Source: an optimization exercise on an open RTL-to-GDS flow (aim: small area and a short achievable clock period). Production flows keep margins and buffers that such runs may drop.
Function was checked by simulation only, so behaviour that the tests miss may differ from the original.

===== design.v =====
module register #
(
    parameter N = 32  
)
(
    input clk,
    input reset,
    input enable,
    input [N-1:0] dataIn,
    output [N-1:0] dataOut
);
    reg [N-1:0] my_register;  
    always @(posedge clk or posedge reset) begin
        if (reset) begin
            my_register <= 0;  
        end
        else if (enable) begin
            my_register <= dataIn;  
        end
    end
    assign dataOut = my_register;  
endmodule
module alu #(
    parameter dataSize = 8
) (
    input logic [2:0] operation_select,
    input logic [dataSize-1:0] operand1, operand2,
    output logic [dataSize-1:0] result,
    output logic negFlag, zeroFlag
);
    logic [dataSize-1:0] sum_res, sub_res, mult_res, rshift_res, lshift_res, 
        xor_res, inc_res;
    assign sum_res = operand1 + operand2;
    assign sub_res = operand1 - operand2; 
    assign mult_res = operand1 * operand2;
	 assign rshift_res = (operand1 >> (operand2 % 8)) | (operand1 << (8 - (operand2 % 8)));
    assign lshift_res = (operand1 << (operand2 % 8)) | (operand1 >> (8 - (operand2 % 8)));
    assign xor_res = operand1 ^ operand2;
    assign inc_res = operand1 + 4; 
    assign result = operation_select == 3'b001 ? xor_res :
                    operation_select == 3'b010 ? sum_res :
                    operation_select == 3'b011 ? sub_res :
                    operation_select == 3'b100 ? mult_res :
                    operation_select == 3'b101 ? rshift_res :
                    operation_select == 3'b110 ? lshift_res :
                    operation_select == 3'b111 ? inc_res :
                    3'b0;
    assign zeroFlag = result == 0;
    assign negFlag = (operand1[dataSize-1] != result[dataSize-1]) && !zeroFlag;
endmodule
module execute #(
	parameter regSize = 32,
	parameter vecSize = 4
)
(
	input logic clk, reset, overwriteFlags,
    input logic [2:0] pcWrEn,
    input logic [2:0] ExecuteOp,
	input logic [vecSize-1:0] [regSize-1:0] vect1, vect2,
	output logic [vecSize-1:0] [regSize-1:0] vectOut,
    output logic pcWrEnOut
);
    logic [1:0] NZ_flags;
    logic [vecSize-1:0] negativeFlags, zeroFlags;
    generate  
        genvar i;
        for (i = 0; i < vecSize; i = i + 1) begin : alu_block
            alu #(
                .dataSize(regSize)
            ) alu (
                .operation_select(ExecuteOp), .operand1(vect1[i]),
                .operand2(vect2[i]), .result(vectOut[i]),
                .negFlag(negativeFlags[i]), .zeroFlag(zeroFlags[i])
            );
        end
    endgenerate
    register #(1) negative_flag_register (
        .clk(clk), .reset(reset), .enable(overwriteFlags),
        .dataIn(|negativeFlags), .dataOut(NZ_flags[0])
    );
    register #(1) zeroFlag_register (
        .clk(clk), .reset(reset), .enable(overwriteFlags),
        .dataIn(&zeroFlags), .dataOut(NZ_flags[1])
    );
    assign pcWrEnOut = pcWrEn == 3'b100 ? ~NZ_flags[1] :
                        pcWrEn == 3'b010 ? NZ_flags[1] :
                        pcWrEn == 3'b001 ? NZ_flags[0] :
                        0;
endmodule
module simd_alu_top (
    input  logic         clk,
    input  logic         rst,
    input  logic         overwriteFlags,
    input  logic [2:0]   pcWrEn,
    input  logic [2:0]   ExecuteOp,
    input  logic [127:0] vect1,
    input  logic [127:0] vect2,
    output logic [127:0] vectOut,
    output logic         pcWrEnOut
);
    logic         overwriteFlags_q;
    logic [2:0]   pcWrEn_q, ExecuteOp_q;
    logic [127:0] vect1_q, vect2_q;
    logic [127:0] vectOut_d;
    always_ff @(posedge clk) begin
        overwriteFlags_q <= overwriteFlags;
        pcWrEn_q         <= pcWrEn;
        ExecuteOp_q      <= ExecuteOp;
        vect1_q          <= vect1;
        vect2_q          <= vect2;
        vectOut          <= vectOut_d;
    end
    execute #(
        .regSize(32),
        .vecSize(4)
    ) execute_stage (
        .clk(clk),
        .reset(rst),
        .overwriteFlags(overwriteFlags_q),
        .ExecuteOp(ExecuteOp_q),
        .pcWrEn(pcWrEn_q),
        .vect1(vect1_q),
        .vect2(vect2_q),
        .vectOut(vectOut_d),
        .pcWrEnOut(pcWrEnOut)
    );
endmodule

===== run.sh =====
#!/bin/bash
# synth_recipe.tcl (not shown) runs the flow's synth.tcl, then flattens the netlist and writes it again
# the make line also repeats each setting of config.mk as NAME=value (left out here)
make -C /OpenROAD-flow-scripts/flow DESIGN_CONFIG=/design/flow/config.mk WORK_HOME=/design/flow/orfs CLKGATE_MAP_FILE= SYNTH_SCRIPT=/design/flow/synth_recipe.tcl finish

===== config.mk =====
export PLATFORM = sky130hd
export DESIGN_NAME = simd_alu_top
export DESIGN_NICKNAME = simd_alu_top
export VERILOG_FILES = /design/flow/design.v
export SDC_FILE = /design/flow/constraint.sdc
export NUM_CORES = 4
export LEC_CHECK = 0
export CAP_MARGIN = 20
export CELL_PAD_IN_SITES_DETAIL_PLACEMENT = 2
export CELL_PAD_IN_SITES_GLOBAL_PLACEMENT = 4
export CORE_MARGIN = 2
export CORE_UTILIZATION = 30
export SLEW_MARGIN = 20

===== constraint.sdc =====
create_clock -name core_clock -period 12.0 [get_ports {clk}]
set_input_delay 2.4000 -clock core_clock [delete_from_list [all_inputs] [get_ports {clk}]]
set_output_delay 2.4000 -clock core_clock [all_outputs]
set_load 0.01 [all_outputs]

==> summary.md <==
| Metric | Value |
|---|---|
| Status | `no timing/DRC/antenna violations` |
| Commonest non-fill, non-tap cell in the layout | `inv_1` |
| Critical Path RT | `12.69 ns` |
| Post-Place Setup Slack | `0.876 ns` |
| Mapped cell area | `113000 sq um` |
| CTS tree | `done` |
| RSZ-0062 raised after global routing | `no` |
| Area growth from synthesis to layout | `10.5%` |
| Root buf cell | `clkbuf_16` |
| Primary FF master, synth | `dfxtp_1` |
| Worst setup SP type | `flip-flop` |
| Delay-heaviest family, CP | `adder cells` |
| Fmax | `0.0887 GHz` |
| CTS clock-pin slew for the worst setup and hold paths | `0.08 ns` |
| CTS Hold Bufs | `0` |
| DR vias | `108679` |
| # IOs | `394` |
| Worst setup path startpoint | `vect1_q[65]` |
| First-pass GRT wire length | `955000 um` |
| Crit path buffers/inverters | `5` |
| Total CTS buffers | `60` |
| Resize count post-CTS | `0` |
| Slew Limit Fails | `0` |
| Routed len/inst | `36.1 um` |
| Post-place instance area | `123000 sq um` |
| CP most frequent cell | `ha_1` |
| CP Capture Type | `flip-flop` |
| Total GRT Usage | `0.350` |
| Largest family of logic cells by synthesized area | `adder cells` |
| # DRC | `0` |
| Clock latency at the later pin of the worst-skew pair | `0.83 ns` |
| Hold depth | `2` |
| Synth Instances | `13841` |
| CP Class | `flip-flop to flip-flop` |
| Die Ht | `618 um` |
| Setup TNS | `0 ns` |
| # clock sinks | `393` |
| Inst Count DP | `18595` |
| Hold_sp | `ExecuteOp_q[2]` |
| Overflow after GRT | `0` |
| Slew @ Worst Pin | `1.30 ns` |
| Setup Skew | `0.0568 ns` |
| Initial antenna violation count | `70` |
| TritonRoute pass-1 iters | `5` |
| IO Port Bufs | `393` |
| Most frequent cells in the layout | `1823 x inv_1, 1640 x fa_1, 1524 x nand2_1, 1097 x nor2_1, 794 x and2_1` |
| Post-synth cell types | `98` |
| Hold Crit Class | `flip-flop to flip-flop` |
| Final Hold Viols | `0` |
| CTS max path bufs | `3` |
| Detailed placer's ending HPWL | `520000 um` |
| Syn nets | `16498` |
| Register area share after synthesis | `0.0697` |
| Vias in the first global route | `120444` |
| Fin area | `125000 sq um` |
| Slew HR | `0.120` |
| Post-Syn Area per Cell | `8.17 sq um` |
| CP max FO | `18` |
| Fill cell count | `42596` |
| Fin crit share | `0.939` |
| Post-synthesis async set-or-reset flop share | `0.00509` |
| Layout cells sized above 1 | `0.0777` |
| Initial core utilization | `0.301` |
| Setup violators final | `0` |
| Max_cap viols | `0` |
| Adder-cell share of the synthesized area | `0.374` |
| Synth Register Bits | `393` |
| Synth Area in Compound Gates | `0.149` |
| Reg2reg path depth | `30` |
| Worst EP arrival | `11.96 ns` |
| GP Congestion | `0.932` |
| Xor/xnor share of the synthesized area | `0.0406` |
| Cell Rows | `225` |
| FF-to-FF Start | `vect1_q[65]` |
| Total core area | `376000 sq um` |
| Fin cells | `18769` |
| Util after Layout | `0.333` |
| Synth Area in Simple Gates | `0.178` |
| Via density | `5.79` |
| Post-synth EDFFs | `0` |
| Antenna-violating nets left | `0` |
| Final wirelength | `678000 um` |
| Worst Setup Slack, final | `0.731 ns` |
| Htree depth | `2` |
| Crit-path slowest cell | `nor4b_1` |
| Area of the die | `382000 sq um` |
| Pin count of the biggest net entering global routing | `76` |
| Post-layout min period | `11.27 ns` |
| Final nets | `16320` |
| Initial DRC count | `8717` |
| Yosys warns | `2` |
| Setup bufs post-CTS | `0` |
| Slowest stage delay, CP | `0.95 ns` |
| Mux cell area share after synthesis | `0.0917` |
| Reg2Reg Setup Slack | `0.73 ns` |
| Critical Path Stages | `30` |
| Die Wd | `618 um` |
synthesized netlist by cell type (30+ instances only):
library cell | instances | area share
mux2_2 | 154 | 0.015
mux4_2 | 204 | 0.041
and2_1 | 795 | 0.044
buf_2 | 46 | 0.0020
a21o_1 | 94 | 0.0062
a211oi_1 | 148 | 0.0098
a21oi_1 | 614 | 0.027
or4_1 | 31 | 0.0021
o221ai_1 | 63 | 0.0049
a22oi_1 | 60 | 0.0040
xor2_1 | 127 | 0.0098
o311ai_0 | 31 | 0.0024
or3_1 | 54 | 0.0030
dfxtp_1 | 391 | 0.069
nor3_1 | 171 | 0.0076
clkbuf_1 | 838 | 0.028
a2111oi_0 | 42 | 0.0033
fa_1 | 1640 | 0.29
inv_1 | 1833 | 0.061
ha_1 | 752 | 0.083
a221oi_1 | 59 | 0.0046
nand3_1 | 186 | 0.0082
mux2i_1 | 397 | 0.035
nand2b_1 | 86 | 0.0048
o22ai_1 | 77 | 0.0043
nor4_1 | 57 | 0.0032
nor2b_1 | 55 | 0.0030
or2_2 | 40 | 0.0022
a31oi_1 | 123 | 0.0068
a211o_1 | 46 | 0.0036
and3_1 | 60 | 0.0033
o21bai_1 | 45 | 0.0030
o211ai_1 | 145 | 0.0096
o2111ai_1 | 30 | 0.0023
buf_1 | 148 | 0.0049
nor2_1 | 1109 | 0.037
nand2_1 | 1532 | 0.051
nand4_1 | 62 | 0.0034
xnor2_1 | 395 | 0.031
o21ai_0 | 553 | 0.024
o31ai_1 | 70 | 0.0046
o21a_1 | 65 | 0.0043
worst paths after layout:
kind | end
worst max-delay path | execute_stage.negative_flag_register.my_register
worst min-delay path | vectOut[35]
worst max register to register | execute_stage.negative_flag_register.my_register
worst min register to register | vectOut[35]
max in group asynchronous | execute_stage.zeroFlag_register.my_register
min in group asynchronous | execute_stage.negative_flag_register.my_register
registers in the layout, summed over array words and instances, names as in the netlist:
register	cells
execute_stage.negative_flag_register.my_register	1
ExecuteOp_q	3
execute_stage.zeroFlag_register.my_register	1
vect2_q	128
pcWrEn_q	3
overwriteFlags_q	1
vectOut	128
vect1_q	128
metrics by stage:
step	hold WS, ns
final	0.751
after floorplan	0.486
after global placement	0.750
after CTS	0.752
after global routing	0.786
after detailed placement	0.747
metal layers:
metal | up-vias | track usage | part of all wire
li1 | 45451 | - | -
met5 | - | 0 | 0.00021
met1 | 58659 | 0.471 | 0.44
met4 | 22 | 0.150 | 0.049
met2 | 3640 | 0.562 | 0.46
met3 | 907 | 0.0435 | 0.054
layout make-up:
cell class	instances	area, sq um	share of cell area
Multi-Input combinational cell	10543	94600	0.757
Sequential cell	393	7980	0.0638
Timing Repair Buffer	800	7030	0.0562
Inverter	1865	7000	0.0560
Tap cell	4994	6250	0.0500
Clock buffer	83	1710	0.0137
Clock inverter	30	294	0.00235
Antenna cell	61	153	0.00122
tightest hold or removal path, delay by kind of cell, from the launching register on:
family,cells,cell delay [ns]
flip-flops,1,0.41
AND/OR/NAND/NOR,1,0.10
AO/OA/AOI/OAI,1,0.18
cells by family (layout without fill, tap and decap cells):
kind of cell / after synthesis / count (layout)
adder cells (fa/ha/maj): 2392 / 2392
buffers and inverters: 2905 / 2778
AO/OA/AOI/OAI: 2561 / 2561
flip-flops: 393 / 393
XOR/XNOR: 523 / 523
multiplexers: 760 / 760
AND/OR/NAND/NOR: 4307 / 4307
other: 0 / 61

==> re-timing with driven ports <==
In the flow no input, the clock included, has a driving cell. The finished layout below was timed again as built, in two steps.
Step 1: set_driving_cell puts a clkbuf_16 on clk and a buf_2 on each other input, an assumption about the parent block.
Step 2 adds t to the input delays and takes it off the output delays; t is the mean of the earliest and latest rising clock arrival at the registers after step 1. Input paths then give back, and output paths get back, about the clock's delay inside the block.
a / b / c = no drivers / after step 1 / after step 2; a / b = the first two.
shift t [ns]: 0.926
slack for setup (ns): 0.731 / 0.731 / 0.731
worst setup path after step 2: register to register
latest minus earliest clock arrival (ns): 0.059 / 0.059
worst data-port slew with drivers (ns): 0.23
After both steps this run still meets setup and hold. For this run, drivers alone change the setup slack by 0.000 ns; drivers and shift together by 0.000 ns.
